Background: an optimization exercise with open tools, aiming at small area. Do not read the settings as production practice. At most, simulation tests tie the RTL to the original design; equivalence was not proved. Power figures rest on the tool's default switching activity, not on a simulated workload.

==> 01-16: inputs <==
## stopwatch
module stopwatch(clk, rst, key_reset, key_start_pause, key_display_stop,
 hex0, hex1, hex2, hex3, hex4, hex5, hex6, hex7,
 led0, led1, led2);
==> module sevenseg, before the edit <==
module sevenseg(data, ledsegments);
	input [3:0] data;
	output reg [6:0] ledsegments;
	always @(*)
		case (data)
			4'd0: ledsegments = 7'b100_0000;
			4'd1: ledsegments = 7'b111_1001;
			4'd2: ledsegments = 7'b010_0100;
			4'd3: ledsegments = 7'b011_0000;
			4'd4: ledsegments = 7'b001_1001;
			4'd5: ledsegments = 7'b001_0010;
			4'd6: ledsegments = 7'b000_0010;
			4'd7: ledsegments = 7'b111_1000;
			4'd8: ledsegments = 7'b000_0000;
			4'd9: ledsegments = 7'b001_0000;
			default: ledsegments = 7'bxxx_xxxx;
		endcase
endmodule
clock: 10.0 ns
lec_check: 0
cap_margin: 20
core_margin: 2
core_utilization: 40
slew_margin: 20
run.sh (not shown) runs the stock make flow with config.mk's settings and CLKGATE_MAP_FILE= SYNTH_SCRIPT=/design/flow/synth_recipe.tcl, a recipe that flattens the netlist after the stock synthesis.
==> 12-13 (differences from 01-16) <==
--- a/flow/design.v
+++ b/flow/design.v
@@ -82,17 +82,11 @@
 	input [3:0] data;
-	output reg [6:0] ledsegments;
-	always @(*)
-		case (data)
-			4'd0: ledsegments = 7'b100_0000;
-			4'd1: ledsegments = 7'b111_1001;
-			4'd2: ledsegments = 7'b010_0100;
-			4'd3: ledsegments = 7'b011_0000;
-			4'd4: ledsegments = 7'b001_1001;
-			4'd5: ledsegments = 7'b001_0010;
-			4'd6: ledsegments = 7'b000_0010;
-			4'd7: ledsegments = 7'b111_1000;
-			4'd8: ledsegments = 7'b000_0000;
-			4'd9: ledsegments = 7'b001_0000;
-			default: ledsegments = 7'bxxx_xxxx;
-		endcase
+	output [6:0] ledsegments;
+	wire A = data[3], B = data[2], C = data[1], D = data[0];
+	assign ledsegments[0] = ~(A | C | (B & D) | (~B & ~D));
+	assign ledsegments[1] = ~(~B | (~C & ~D) | (C & D));
+	assign ledsegments[2] = ~(B | ~C | D);
+	assign ledsegments[3] = ~(A | (~B & ~D) | (~B & C) | (C & ~D) | (B & ~C & D));
+	assign ledsegments[4] = ~((~B & ~D) | (C & ~D));
+	assign ledsegments[5] = ~(A | (~C & ~D) | (B & ~C) | (B & ~D));
+	assign ledsegments[6] = ~(A | (~B & C) | (B & ~C) | (C & ~D));
 endmodule
==> flow/flow/run.sh (new file) <==
#!/bin/bash
# Standard ORFS layout with smaller port buffers and a small-buffer clock tree.
set -euo pipefail
export BUFFER_PORTS_ARGS="-buffer_cell sky130_fd_sc_hd__buf_1"
export CTS_ARGS="-sink_clustering_enable -repair_clock_nets -buf_list sky130_fd_sc_hd__clkbuf_4 -dont_use_dummy_load"
bash standard.sh > make_flow.log 2>&1
==> flow/standard.sh (new file) <==
#!/bin/bash
# synth_recipe.tcl (not shown) runs the flow's synth.tcl, then flattens the netlist and writes it again
# the make line also repeats each setting of config.mk as NAME=value (left out here)
make -C /OpenROAD-flow-scripts/flow DESIGN_CONFIG=/design/flow/config.mk WORK_HOME=/design/flow/orfs CLKGATE_MAP_FILE= SYNTH_SCRIPT=/design/flow/synth_recipe.tcl "${@:-finish}"
ABC_AREA = 1   (was default)
removed: flow/run.sh
==> 07-02 (differences from 01-16) <==
--- a/flow/design.v
+++ b/flow/design.v
@@ -82,17 +82,11 @@
 	input [3:0] data;
-	output reg [6:0] ledsegments;
-	always @(*)
-		case (data)
-			4'd0: ledsegments = 7'b100_0000;
-			4'd1: ledsegments = 7'b111_1001;
-			4'd2: ledsegments = 7'b010_0100;
-			4'd3: ledsegments = 7'b011_0000;
-			4'd4: ledsegments = 7'b001_1001;
-			4'd5: ledsegments = 7'b001_0010;
-			4'd6: ledsegments = 7'b000_0010;
-			4'd7: ledsegments = 7'b111_1000;
-			4'd8: ledsegments = 7'b000_0000;
-			4'd9: ledsegments = 7'b001_0000;
-			default: ledsegments = 7'bxxx_xxxx;
-		endcase
+	output [6:0] ledsegments;
+	wire A = data[3], B = data[2], C = data[1], D = data[0];
+	assign ledsegments[0] = ~(A | C | (B & D) | (~B & ~D));
+	assign ledsegments[1] = ~(~B | (~C & ~D) | (C & D));
+	assign ledsegments[2] = ~(B | ~C | D);
+	assign ledsegments[3] = ~(A | (~B & ~D) | (~B & C) | (C & ~D) | (B & ~C & D));
+	assign ledsegments[4] = ~((~B & ~D) | (C & ~D));
+	assign ledsegments[5] = ~(A | (~C & ~D) | (B & ~C) | (B & ~D));
+	assign ledsegments[6] = ~(A | (~B & C) | (B & ~C) | (C & ~D));
 endmodule
ABC_AREA = 1   (was default)
==> comparison <==
Wire length, lowest first: 12-13, 07-02, 01-16. Clock power, lowest first: 12-13, 07-02, 01-16. In register-to-register slack, 12-13 and 07-02 hardly differ. Clock skew: 12-13 > 07-02 > 01-16. First-iteration DRC count, highest first: 01-16, 07-02, 12-13.
Only the layout flow was run in 12-13 and 07-02; the RTL was not checked for function there.

========
==> 04-26: inputs <==
==> flow/design.v <==
module stopwatch(clk, rst, key_reset, key_start_pause, key_display_stop,
 hex0, hex1, hex2, hex3, hex4, hex5, hex6, hex7,
 led0, led1, led2);
	input clk, rst, key_reset, key_start_pause, key_display_stop;
	output [6:0] hex0, hex1, hex2, hex3, hex4, hex5, hex6, hex7;
	output led0, led1, led2;
	reg [3:0] ph;
	wire [3:0] ph_n;
	assign ph_n[0] = (~ph[3] & ph[0]) | (~ph[2] & ~ph[1] & ph[0]) | (ph[3] & ph[1] & ~ph[0]);
	assign ph_n[1] = (~ph[0]);
	assign ph_n[2] = (~ph[1]);
	assign ph_n[3] = (~ph[2]);
	wire smp = (ph[3] & ~ph[1] & ~ph[0]);
	wire ph2 = (~ph[3] & ph[0]);
	wire ph3 = (~ph[2] & ~ph[1] & ph[0]);
	always @(posedge clk)
		if (rst) ph <= 4'b0000;
		else ph <= ph_n;
	reg s_s, s_d, s_r;
	reg p_s, p_d, p_r;
	always @(posedge clk)
		if (rst) begin
			s_s <= 1'b0; s_d <= 1'b0; s_r <= 1'b0;
			p_s <= 1'b0; p_d <= 1'b0; p_r <= 1'b0;
		end else if (smp) begin
			s_s <= key_start_pause; s_d <= key_display_stop; s_r <= key_reset;
			p_s <= s_s & ~key_start_pause;
			p_d <= s_d & ~key_display_stop;
			p_r <= s_r & ~key_reset;
		end
	reg frz, run;
	always @(posedge clk)
		if (rst) begin
			frz <= 1'b0; run <= 1'b0;
		end else begin
			if (ph2) frz <= frz ^ p_d;
			if (ph3) run <= run ^ p_s;
		end
	wire clr = ph3 & p_r & ~run;
	reg [1:0] pre;
	wire [1:0] pre_n;
	assign pre_n[0] = (~pre[1] & ~pre[0]);
	assign pre_n[1] = (pre[0]);
	always @(posedge clk)
		if (rst) pre <= 2'b00;
		else if (run) pre <= pre_n;
	wire e0 = run & ((pre[1]));
	wire z = rst | clr;
	wire hold = frz & ~rst;
	reg [3:0] c0, d0;
	wire [3:0] t0, n0;
	wire l0 = (~c0[3] & ~c0[1] & ~c0[0]);
	wire e1 = e0 & l0;
	assign t0[0] = (~c0[3] & c0[0]) | (c0[3] & ~c0[1] & ~c0[0]);
	assign t0[1] = (c0[0]);
	assign t0[2] = (c0[1]);
	assign t0[3] = (c0[2]);
	assign n0 = z ? 4'b1000 : e0 ? t0 : c0;
	always @(posedge clk) c0 <= n0;
	always @(posedge clk) if (!hold) d0 <= n0;
	assign hex0[0] = (~d0[3] & ~d0[1] & d0[0]) | (d0[3] & d0[1] & d0[0]);
	assign hex0[1] = (d0[3] & d0[2] & ~d0[0]);
	assign hex0[2] = (~d0[2] & d0[1] & d0[0]);
	assign hex0[3] = (d0[3] & d0[0]) | (~d0[1] & d0[0]);
	assign hex0[4] = (~d0[1] & d0[0]) | (d0[2] & d0[1]) | (~d0[3] & ~d0[1]);
	assign hex0[5] = (~d0[1] & d0[0]) | (~d0[3] & d0[0]);
	assign hex0[6] = (~d0[2] & ~d0[1]);
	reg [3:0] c1, d1;
	wire [3:0] t1, n1;
	wire l1 = (~c1[3] & ~c1[1] & ~c1[0]);
	wire e2 = e1 & l1;
	assign t1[0] = (~c1[3] & c1[0]) | (c1[3] & ~c1[1] & ~c1[0]);
	assign t1[1] = (c1[0]);
	assign t1[2] = (c1[1]);
	assign t1[3] = (c1[2]);
	assign n1 = z ? 4'b1000 : e1 ? t1 : c1;
	always @(posedge clk) c1 <= n1;
	always @(posedge clk) if (!hold) d1 <= n1;
	assign hex1[0] = (~d1[3] & ~d1[1] & d1[0]) | (d1[3] & d1[1] & d1[0]);
	assign hex1[1] = (d1[3] & d1[2] & ~d1[0]);
	assign hex1[2] = (~d1[2] & d1[1] & d1[0]);
	assign hex1[3] = (d1[3] & d1[0]) | (~d1[1] & d1[0]);
	assign hex1[4] = (~d1[1] & d1[0]) | (d1[2] & d1[1]) | (~d1[3] & ~d1[1]);
	assign hex1[5] = (~d1[1] & d1[0]) | (~d1[3] & d1[0]);
	assign hex1[6] = (~d1[2] & ~d1[1]);
	reg [3:0] c2, d2;
	wire [3:0] t2, n2;
	wire l2 = (~c2[3] & ~c2[1] & ~c2[0]);
	wire e3 = e2 & l2;
	assign t2[0] = (~c2[3] & c2[0]) | (c2[3] & ~c2[1] & ~c2[0]);
	assign t2[1] = (c2[0]);
	assign t2[2] = (c2[1]);
	assign t2[3] = (c2[2]);
	assign n2 = z ? 4'b1000 : e2 ? t2 : c2;
	always @(posedge clk) c2 <= n2;
	always @(posedge clk) if (!hold) d2 <= n2;
	assign hex2[0] = (~d2[3] & ~d2[1] & d2[0]) | (d2[3] & d2[1] & d2[0]);
	assign hex2[1] = (d2[3] & d2[2] & ~d2[0]);
	assign hex2[2] = (~d2[2] & d2[1] & d2[0]);
	assign hex2[3] = (d2[3] & d2[0]) | (~d2[1] & d2[0]);
	assign hex2[4] = (~d2[1] & d2[0]) | (d2[2] & d2[1]) | (~d2[3] & ~d2[1]);
	assign hex2[5] = (~d2[1] & d2[0]) | (~d2[3] & d2[0]);
	assign hex2[6] = (~d2[2] & ~d2[1]);
	reg [2:0] c3, d3;
	wire [2:0] t3, n3;
	wire l3 = (~c3[2] & ~c3[0]);
	wire e4 = e3 & l3;
	assign t3[0] = (~c3[2]);
	assign t3[1] = (c3[0]);
	assign t3[2] = (c3[1]);
	assign n3 = z ? 3'b001 : e3 ? t3 : c3;
	always @(posedge clk) c3 <= n3;
	always @(posedge clk) if (!hold) d3 <= n3;
	assign hex3[0] = (~d3[2] & d3[1]) | (d3[2] & ~d3[1]);
	assign hex3[1] = (~d3[2] & ~d3[0]);
	assign hex3[2] = (d3[2] & d3[0]);
	assign hex3[3] = (~d3[2] & d3[1]) | (d3[2] & ~d3[1]);
	assign hex3[4] = (~d3[0]) | (~d3[2] & d3[1]);
	assign hex3[5] = (d3[1]);
	assign hex3[6] = (~d3[2] & d3[0]);
	reg [3:0] c4, d4;
	wire [3:0] t4, n4;
	wire l4 = (~c4[3] & ~c4[1] & ~c4[0]);
	wire e5 = e4 & l4;
	assign t4[0] = (~c4[3] & c4[0]) | (c4[3] & ~c4[1] & ~c4[0]);
	assign t4[1] = (c4[0]);
	assign t4[2] = (c4[1]);
	assign t4[3] = (c4[2]);
	assign n4 = z ? 4'b1000 : e4 ? t4 : c4;
	always @(posedge clk) c4 <= n4;
	always @(posedge clk) if (!hold) d4 <= n4;
	assign hex4[0] = (~d4[3] & ~d4[1] & d4[0]) | (d4[3] & d4[1] & d4[0]);
	assign hex4[1] = (d4[3] & d4[2] & ~d4[0]);
	assign hex4[2] = (~d4[2] & d4[1] & d4[0]);
	assign hex4[3] = (d4[3] & d4[0]) | (~d4[1] & d4[0]);
	assign hex4[4] = (~d4[1] & d4[0]) | (d4[2] & d4[1]) | (~d4[3] & ~d4[1]);
	assign hex4[5] = (~d4[1] & d4[0]) | (~d4[3] & d4[0]);
	assign hex4[6] = (~d4[2] & ~d4[1]);
	reg [2:0] c5, d5;
	wire [2:0] t5, n5;
	wire l5 = (~c5[2] & ~c5[0]);
	wire e6 = e5 & l5;
	assign t5[0] = (~c5[2]);
	assign t5[1] = (c5[0]);
	assign t5[2] = (c5[1]);
	assign n5 = z ? 3'b001 : e5 ? t5 : c5;
	always @(posedge clk) c5 <= n5;
	always @(posedge clk) if (!hold) d5 <= n5;
	assign hex5[0] = (~d5[2] & d5[1]) | (d5[2] & ~d5[1]);
	assign hex5[1] = (~d5[2] & ~d5[0]);
	assign hex5[2] = (d5[2] & d5[0]);
	assign hex5[3] = (~d5[2] & d5[1]) | (d5[2] & ~d5[1]);
	assign hex5[4] = (~d5[0]) | (~d5[2] & d5[1]);
	assign hex5[5] = (d5[1]);
	assign hex5[6] = (~d5[2] & d5[0]);
	reg [3:0] c6, d6;
	wire [3:0] t6, n6;
	wire l6 = (~c6[3] & ~c6[1] & ~c6[0]);
	wire e7 = e6 & l6;
	assign t6[0] = (~c6[3] & c6[0]) | (c6[3] & ~c6[1] & ~c6[0]);
	assign t6[1] = (c6[0]);
	assign t6[2] = (c6[1]);
	assign t6[3] = (c6[2]);
	assign n6 = z ? 4'b1000 : e6 ? t6 : c6;
	always @(posedge clk) c6 <= n6;
	always @(posedge clk) if (!hold) d6 <= n6;
	assign hex6[0] = (~d6[3] & ~d6[1] & d6[0]) | (d6[3] & d6[1] & d6[0]);
	assign hex6[1] = (d6[3] & d6[2] & ~d6[0]);
	assign hex6[2] = (~d6[2] & d6[1] & d6[0]);
	assign hex6[3] = (d6[3] & d6[0]) | (~d6[1] & d6[0]);
	assign hex6[4] = (~d6[1] & d6[0]) | (d6[2] & d6[1]) | (~d6[3] & ~d6[1]);
	assign hex6[5] = (~d6[1] & d6[0]) | (~d6[3] & d6[0]);
	assign hex6[6] = (~d6[2] & ~d6[1]);
	reg [2:0] c7, d7;
	wire [2:0] t7, n7;
	wire l7 = (~c7[2] & ~c7[0]);
	wire e8 = e7 & l7;
	assign t7[0] = (~c7[2]);
	assign t7[1] = (c7[0]);
	assign t7[2] = (c7[1]);
	assign n7 = z ? 3'b001 : e7 ? t7 : c7;
	always @(posedge clk) c7 <= n7;
	always @(posedge clk) if (!hold) d7 <= n7;
	assign hex7[0] = (~d7[2] & d7[1]) | (d7[2] & ~d7[1]);
	assign hex7[1] = (~d7[2] & ~d7[0]);
	assign hex7[2] = (d7[2] & d7[0]);
	assign hex7[3] = (~d7[2] & d7[1]) | (d7[2] & ~d7[1]);
	assign hex7[4] = (~d7[0]) | (~d7[2] & d7[1]);
	assign hex7[5] = (d7[1]);
	assign hex7[6] = (~d7[2] & d7[0]);
	assign led0 = ~key_display_stop;
	assign led1 = ~key_start_pause;
	assign led2 = ~key_reset;
endmodule
==> flow/flow/run.sh <==
#!/bin/bash
# Own layout flow: the standard ORFS flow (standard.sh) with these changes
#  - synthesis: the standard flow's synthesis script, but ABC maps for area only (no gate
#    up-sizing or buffering for an assumed load; timing at 10 ns has ample slack)
#    and no half-adder cells are extracted before ABC
#  - port buffers: sky130_fd_sc_hd__buf_1 instead of the resizer's default pick
#  - clock tree: clkbuf_4 buffers and no dummy loads
# Each tool's output goes to the ORFS logs under orfs/logs; make's own output
# goes to flow_make.log.
set -euo pipefail
W=$(pwd)
export BUFFER_PORTS_ARGS="-buffer_cell sky130_fd_sc_hd__buf_1"
export CTS_ARGS="-sink_clustering_enable -repair_clock_nets -buf_list sky130_fd_sc_hd__clkbuf_4 -dont_use_dummy_load -sink_clustering_size 8"
export OWN_ABC_SCRIPT="$W/flow/abc_area_only.script"
export OWN_WORK="$W"
# no half/full adder extraction before ABC: ABC maps that logic as well
export ADDER_MAP_FILE=
sed "s#SYNTH_SCRIPT=[^ ]*#SYNTH_SCRIPT=$W/flow/synth.tcl#" standard.sh > own_standard.sh
grep -q "SYNTH_SCRIPT=$W/flow/synth.tcl" own_standard.sh
bash own_standard.sh > flow_make.log 2>&1
==> flow/flow/abc_area_only.script <==
strash
dch -f
amap
topo
==> flow/flow/synth.tcl <==
# The standard flow's synthesis script (synth_recipe.tcl), with ABC's script replaced.
proc abc {args} {
  set i [lsearch -exact $args -script]
  if { $i >= 0 } {
    lset args [expr { $i + 1 }] $::env(OWN_ABC_SCRIPT)
  }
  yosys abc {*}$args
}
source $::env(OWN_WORK)/synth_recipe.tcl
==> flow/standard.sh <==
#!/bin/bash
# synth_recipe.tcl (not shown) runs the flow's synth.tcl, then flattens the netlist and writes it again
# the make line also repeats each setting of config.mk as NAME=value (left out here)
make -C /OpenROAD-flow-scripts/flow DESIGN_CONFIG=/design/flow/config.mk WORK_HOME=/design/flow/orfs CLKGATE_MAP_FILE= SYNTH_SCRIPT=/design/flow/synth_recipe.tcl "${@:-finish}"
==> flow/config.mk <==
export PLATFORM = sky130hd
export DESIGN_NAME = stopwatch
export DESIGN_NICKNAME = stopwatch
export VERILOG_FILES = /design/flow/design.v
export SDC_FILE = /design/flow/constraint.sdc
export NUM_CORES = 8
export LEC_CHECK = 0
export ABC_AREA = 1
export CAP_MARGIN = 0
export CORE_MARGIN = 2
export CORE_UTILIZATION = 40
export SLEW_MARGIN = 0
==> flow/constraint.sdc <==
create_clock -name core_clock -period 10.0 [get_ports {clk}]
set_input_delay 2.0000 -clock core_clock [delete_from_list [all_inputs] [get_ports {clk}]]
set_output_delay 2.0000 -clock core_clock [all_outputs]
set_load 0.01 [all_outputs]
==> 10-08: changes against 04-26 <==
--- a/flow/design.v
+++ b/flow/design.v
@@ -6,15 +6,15 @@
 	output led0, led1, led2;
 	reg [3:0] ph;
 	wire [3:0] ph_n;
-	assign ph_n[0] = (~ph[3] & ph[0]) | (~ph[2] & ~ph[1] & ph[0]) | (ph[3] & ph[1] & ~ph[0]);
-	assign ph_n[1] = (~ph[0]);
-	assign ph_n[2] = (~ph[1]);
-	assign ph_n[3] = (~ph[2]);
-	wire smp = (ph[3] & ~ph[1] & ~ph[0]);
-	wire ph2 = (~ph[3] & ph[0]);
-	wire ph3 = (~ph[2] & ~ph[1] & ph[0]);
+	assign ph_n[0] = (~ph[3] & ph[0]) | (~ph[1] & ph[0]) | (ph[3] & ph[1] & ~ph[0]) | (~ph[2] & ~ph[0]);
+	assign ph_n[1] = (ph[0]);
+	assign ph_n[2] = (ph[1]);
+	assign ph_n[3] = (ph[2]);
+	wire smp = (~ph[3] & ~ph[1]);
+	wire ph2 = (~ph[3] & ph[2] & ph[0]);
+	wire ph3 = (ph[3] & ph[2] & ph[1] & ph[0]);
 	always @(posedge clk)
-		if (rst) ph <= 4'b0000;
+		if (rst) ph <= 4'b1001;
 		else ph <= ph_n;
 	reg s_s, s_d, s_r;
 	reg p_s, p_d, p_r;
==> flow/flow/abc_area_only.script (replaced) <==
strash
dch -f
map -a
topo
Settings changed: CAP_MARGIN 0 to 20, SLEW_MARGIN 0 to 20.
==> notes <==
In 04-26 the combinational power is lower than in 10-08, by about 6%.
Against 10-08, the critical path depth of 04-26 is higher by 2.
In 04-26 the global-route usage is higher than in 10-08, by 0.39 points.
Clock power is about the same in 04-26 and 10-08.
Core utilization: 04-26 is lower than 10-08 (0.77 points).
Non-clock buffer count is the same in 04-26 and 10-08.
Count of clock-buffer cells in the layout is the same in 10-08 and 04-26.

==> port drivers added, routing unchanged <==
Ports are ideal in the flow. The routed layouts listed here were re-timed in OpenROAD. Step 1 assumes that a clkbuf_16 drives the clock port and a buf_2 every other input. Step 2 also shifts input and output timing later by t, the mid clock arrival at the registers, as if the neighbouring blocks saw the same clock. Slacks: ideal / step 1 / step 2; pairs: ideal / step 1.
| run | t, ns | setup slack, ns | worst setup path after step 2 | worst register clock-pin slew, ns |
|---|---|---|---|---|
| 01-16 | 0.449 | 4.965 / 4.944 / 4.944 | input to output | 0.05 / 0.05 |
| 12-13 | 0.417 | 5.696 / 5.677 / 5.621 | input to register | 0.12 / 0.12 |
| 07-02 | 0.351 | 4.979 / 4.955 / 4.955 | input to output | 0.08 / 0.08 |
| 04-26 | 0.409 | 3.199 / 3.199 / 3.199 | register to register | 0.11 / 0.11 |
| 10-08 | 0.421 | 5.088 / 5.088 / 5.088 | register to register | 0.11 / 0.11 |
After both steps setup and hold are still met in every run listed. The setup slack of 12-13, which loses most, moves by -0.019 ns with the drivers and by -0.075 ns with both steps.
